This design comes from an exercise in tuning for small area on the open sky130 flow, not from production work. The RTL was checked by simulation tests, not by an equivalence proof against the original design. Power figures rest on the tool's default switching activity, not on a simulated workload.

quartz:
==> flow/design.v (excerpt) <==
module Sdram_Control (
		RESET_N, CLK,
		WR1_ADDR, WR1_MAX_ADDR, WR1_LENGTH, WR1_LOAD,
		WR1_FIFO_Q, WR1_FIFO_RUSEDW, WR1_FIFO_RDREQ,
		RD1_ADDR, RD1_MAX_ADDR, RD1_LENGTH, RD1_LOAD,
		RD1_FIFO_DATA, RD1_FIFO_WRREQ, RD1_FIFO_WUSEDW,
		SA, BA, CS_N, CKE, RAS_N, CAS_N, WE_N,
		DQ_IN, DQ_OUT, DQ_OE, DQM
);
parameter	INIT_PER	   =	24000;
parameter	REF_PER		=	1024;
parameter	SC_CL		  =	3;
parameter	SC_RCD		=	3;
parameter	SC_RRD		=	7;
parameter	SC_PM		  =	1;
parameter	SC_BL		  =	1;
parameter	SDR_BL		=	(SC_PM == 1) ? 3'b111	:
							        (SC_BL == 1) ? 3'b000	:
							        (SC_BL == 2) ? 3'b001 :
							        (SC_BL == 4) ? 3'b010 : 3'b011;
parameter	SDR_BT		=	1'b0;	 
parameter	SDR_CL		=	(SC_CL == 2) ? 3'b10 : 3'b11;
input                           RESET_N;
input                           CLK;
input   [23-1:0]            WR1_ADDR;
input   [23-1:0]            WR1_MAX_ADDR;
input          [10:0]           WR1_LENGTH;
input                           WR1_LOAD;
input   [16-1:0]            WR1_FIFO_Q;
input           [9:0]           WR1_FIFO_RUSEDW;
output                          WR1_FIFO_RDREQ;
input   [23-1:0]            RD1_ADDR;
input   [23-1:0]            RD1_MAX_ADDR;
input          [10:0]           RD1_LENGTH;
input                           RD1_LOAD;
output  [16-1:0]            RD1_FIFO_DATA;
output                          RD1_FIFO_WRREQ;
input           [9:0]           RD1_FIFO_WUSEDW;
output        [11:0]            SA;
output         [1:0]            BA;
output         [1:0]            CS_N;
output                          CKE;
output                          RAS_N;
output                          CAS_N;
output                          WE_N;
input   [16-1:0]            DQ_IN;
output  [16-1:0]            DQ_OUT;
output                          DQ_OE;
output [16/8-1:0]           DQM;
localparam [14:0] T_TOP  = INIT_PER + REF_PER + 201;    
localparam [14:0] T_REF  = REF_PER;
function automatic lt23(input [22:0] a, input [22:0] b);
	integer i; reg l;
	begin
		l = 1'b0;
		for (i = 0; i < 23; i = i + 1)
			l = (~a[i] & b[i]) | (~a[i] & l) | (b[i] & l);
		lt23 = l;
	end
endfunction
function automatic [8:0] dec9(input [8:0] x);
	integer i; reg b;
	begin
  ...
For scale: roughly 190 flip-flops, about 230 I/O pins, about 8400 um^2 of cells after synthesis.
Settings: LEC_CHECK=0, CAP_MARGIN=20, CORE_MARGIN=2, CORE_UTILIZATION=70, GPL_TIMING_DRIVEN=0, SLEW_MARGIN=20; clock period 10.0 ns.
standard.sh (not shown) runs the stock make flow with config.mk's settings and CLKGATE_MAP_FILE= SYNTH_SCRIPT=/design/flow/synth_recipe.tcl, a recipe that flattens the netlist after the stock synthesis.
==> flow/flow/run.sh <==
#!/bin/bash
# Standard ORFS layout with these changes to how it is made:
#  - synthesis maps with an area-oriented ABC script (flow/abc_area.script) and
#    leaves adders to ABC instead of mapping them to adder cells first; the rest
#    of synthesis, and so every register, is the standard synthesis's;
#  - the port buffers use the smallest buffer cell;
#  - the clock tree clusters its sinks into fewer, larger clusters, without
#    dummy loads, and uses a small root buffer.
set -euo pipefail
rm -rf scripts_abc
cp -r "$FLOW_HOME/scripts" scripts_abc
cp flow/abc_area.script scripts_abc/abc_speed.script
bash standard.sh finish \
  "SCRIPTS_DIR=$PWD/scripts_abc" \
  'ADDER_MAP_FILE=' 'SYNTH_INSBUF=0' \
  'BUFFER_PORTS_ARGS=-buffer_cell sky130_fd_sc_hd__buf_1' \
  'CTS_ARGS=-sink_clustering_enable -repair_clock_nets -sink_clustering_size 28 -sink_clustering_max_diameter 160 -dont_use_dummy_load -root_buf sky130_fd_sc_hd__clkbuf_4 -tree_buf sky130_fd_sc_hd__clkbuf_8 -sink_clustering_buffer sky130_fd_sc_hd__clkbuf_16' \
  > standard_make.log 2>&1
==> flow/flow/abc_area.script <==
strash
&get -n
&st
&deepsyn -T 120 -t
&put
dch -f
amap -m -F 4 -A 8
quartz has completed all stages; timing, DRC and antenna checks passed.
> inputs changed (quartz -> fjord)
--- a/flow/flow/run.sh
+++ b/flow/flow/run.sh
@@ -13,5 +13,5 @@
 bash standard.sh finish \
   "SCRIPTS_DIR=$PWD/scripts_abc" \
-  'ADDER_MAP_FILE=' 'SYNTH_INSBUF=0' \
+  'ADDER_MAP_FILE=' \
   'BUFFER_PORTS_ARGS=-buffer_cell sky130_fd_sc_hd__buf_1' \
   'CTS_ARGS=-sink_clustering_enable -repair_clock_nets -sink_clustering_size 28 -sink_clustering_max_diameter 160 -dont_use_dummy_load -root_buf sky130_fd_sc_hd__clkbuf_4 -tree_buf sky130_fd_sc_hd__clkbuf_8 -sink_clustering_buffer sky130_fd_sc_hd__clkbuf_16' \
--- a/flow/config.mk
+++ b/flow/config.mk
@@ -9,4 +9,3 @@
 export CORE_MARGIN = 2
 export CORE_UTILIZATION = 70
-export GPL_TIMING_DRIVEN = 0
 export SLEW_MARGIN = 20
First-pass GRT wire length: lower on fjord
Between fjord and quartz, it is fjord whose register-to-register setup slack is higher, by 0.95 ns.
In fjord, the maximum frequency came out 12% above the value in quartz.
fjord ends up with lower portion of total power attributed to combinational logic than quartz does.
fjord went all the way through synthesis, placement and routing and the layout is clean on timing, DRC and antenna.
Against quartz, fjord comes in 2.4 points lower on area added between synthesis and finish.
Sort fjord and quartz by clock share of power, ascending, and fjord comes first.

* * *

Another version of the RTL of Sdram_Control (not shown whole).
Size: ~860 cells after synthesis, about 200 flip-flops, about 230 I/O pins, roughly 8600 um^2 of cells after synthesis.
export LEC_CHECK = 0
export CAP_MARGIN = 20
export CORE_MARGIN = 2
export CORE_UTILIZATION = 70
export SLEW_MARGIN = 20
create_clock -name core_clock -period 10.0 [get_ports {CLK}]
==> flow/flow/run.sh <==
#!/bin/bash
# Standard ORFS layout with these changes to how it is made:
#  - synthesis maps with an area-oriented ABC script (flow/abc_area.script) and
#    leaves adders to ABC instead of mapping them to adder cells first; the rest
#    of synthesis, and so every register, is the standard synthesis's;
#  - the port buffers use the smallest buffer cell;
#  - the clock tree clusters its sinks into fewer, larger clusters, without
#    dummy loads, and uses a small root buffer.
set -euo pipefail
rm -rf scripts_abc
cp -r "$FLOW_HOME/scripts" scripts_abc
cp flow/abc_area.script scripts_abc/abc_speed.script
bash standard.sh finish \
  "SCRIPTS_DIR=$PWD/scripts_abc" \
  'ADDER_MAP_FILE=' \
  'BUFFER_PORTS_ARGS=-buffer_cell sky130_fd_sc_hd__buf_1' \
  'CTS_ARGS=-sink_clustering_enable -repair_clock_nets -sink_clustering_size 28 -sink_clustering_max_diameter 120 -dont_use_dummy_load -buf_list sky130_fd_sc_hd__clkbuf_16 -root_buf sky130_fd_sc_hd__clkbuf_4' \
  > standard_make.log 2>&1
Scripts as last shown in full above: flow/flow/abc_area.script
Next try:
--- a/flow/flow/run.sh
+++ b/flow/flow/run.sh
@@ -17 +17 @@
-  'CTS_ARGS=-sink_clustering_enable -repair_clock_nets -sink_clustering_size 28 -sink_clustering_max_diameter 120 -dont_use_dummy_load -buf_list sky130_fd_sc_hd__clkbuf_16 -root_buf sky130_fd_sc_hd__clkbuf_4' \
+  'CTS_ARGS=-sink_clustering_enable -repair_clock_nets -sink_clustering_size 28 -sink_clustering_max_diameter 160 -dont_use_dummy_load -root_buf sky130_fd_sc_hd__clkbuf_4 -tree_buf sky130_fd_sc_hd__clkbuf_8 -sink_clustering_buffer sky130_fd_sc_hd__clkbuf_16' \
PLACE_DENSITY = 0.9   (was unset)
Result:
- die area does not change
- synthesized area does not change
- cell area went down by 1.7%
Next try:
--- a/flow/flow/run.sh
+++ b/flow/flow/run.sh
@@ -2,4 +2,3 @@
-# Standard ORFS layout with these changes to how it is made:
-#  - synthesis maps with an area-oriented ABC script (flow/abc_area.script) and
-#    leaves adders to ABC instead of mapping them to adder cells first; the rest
-#    of synthesis, and so every register, is the standard synthesis's;
+# Standard ORFS layout with three changes to how it is made:
+#  - synthesis maps with an area-oriented ABC script (flow/abc_area.script);
+#    everything before ABC, and so every register, is the standard synthesis;
@@ -7,2 +6 @@
-#  - the clock tree clusters its sinks into fewer, larger clusters, without
-#    dummy loads, and uses a small root buffer.
+#  - clock tree sinks are clustered into fewer, larger clusters, without dummy loads.
@@ -15 +12,0 @@
-  'ADDER_MAP_FILE=' \
==> flow/flow/abc_area.script (replaced) <==
strash
&get -n
&st
&deepsyn -T 120 -t
&dch -f
&nf -a -p -C 32 -F 8 -A 8 -R 1000
&put
PLACE_DENSITY = unset   (was 0.9)
After rerunning: Register-to-register slack gets worse by 130 ps. Core utilization came out lower by 0.62 points. Count of clock-buffer cells in the layout stays the same. Wire length shrinks by 2.8%. Worst hold slack gets better by 23 ps. Global-route usage shrinks by 2.0 points. Power rose by 24%. Critical path depth went down by 12. Fmax drops by 1.6%.
Next try:
--- a/flow/flow/run.sh
+++ b/flow/flow/run.sh
@@ -2,3 +2,4 @@
-# Standard ORFS layout with three changes to how it is made:
-#  - synthesis maps with an area-oriented ABC script (flow/abc_area.script);
-#    everything before ABC, and so every register, is the standard synthesis;
+# Standard ORFS layout with these changes to how it is made:
+#  - synthesis maps with an area-oriented ABC script (flow/abc_area.script) and
+#    leaves adders to ABC instead of mapping them to adder cells first; the rest
+#    of synthesis, and so every register, is the standard synthesis's;
@@ -6 +7,2 @@
-#  - clock tree sinks are clustered into fewer, larger clusters, without dummy loads.
+#  - the clock tree clusters its sinks into fewer, larger clusters, without
+#    dummy loads, and uses a small root buffer.
@@ -12,0 +15 @@
+  'ADDER_MAP_FILE=' \
==> flow/flow/abc_area.script (replaced) <==
strash
&get -n
&st
&deepsyn -T 120 -t
&put
dch -f
amap -m -F 4 -A 8
CORE_UTILIZATION = 85   (was 70)
What happened:
- The changed run died in global placement
- synthesized cell count climbs by 5.3%
- area after synthesis drops by 4.6%
Next try:
CORE_UTILIZATION = 70   (was 85)
Effect: Now the flow finished clean. Synthesized area does not change. Synthesized cell count is unchanged.

## re-timing with driven ports
Ports are ideal in the flow. The routed layouts listed here were re-timed in OpenROAD.
Step 1 assumes that a clkbuf_16 drives the clock port and a buf_2 every other input.
Step 2, shift: input delay + t, output delay - t, t = (earliest + latest rising clock arrival at the registers) / 2. This alone moves slack from input paths to output paths.
a / b / c = ideal ports / drivers / drivers and shift; a / b = the first two.
run | t, ns | slack for setup (ns) | cell pins on the clock port's net
quartz | 0.645 | 0.987 / 0.987 / 0.987 | 1
fjord | 0.635 | 1.937 / 1.937 / 1.937 | 1
the first run of note 2 | 0.778 | 2.784 / 2.784 / 2.784 | 1
the second run of note 2 | 0.650 | 2.032 / 2.032 / 2.032 | 1
the third run of note 2 | 0.637 | 1.906 / 1.906 / 1.906 | 1
the fifth run of note 2 | 0.625 | 2.991 / 2.991 / 2.991 | 1
After both steps setup and hold are still met in every run listed.
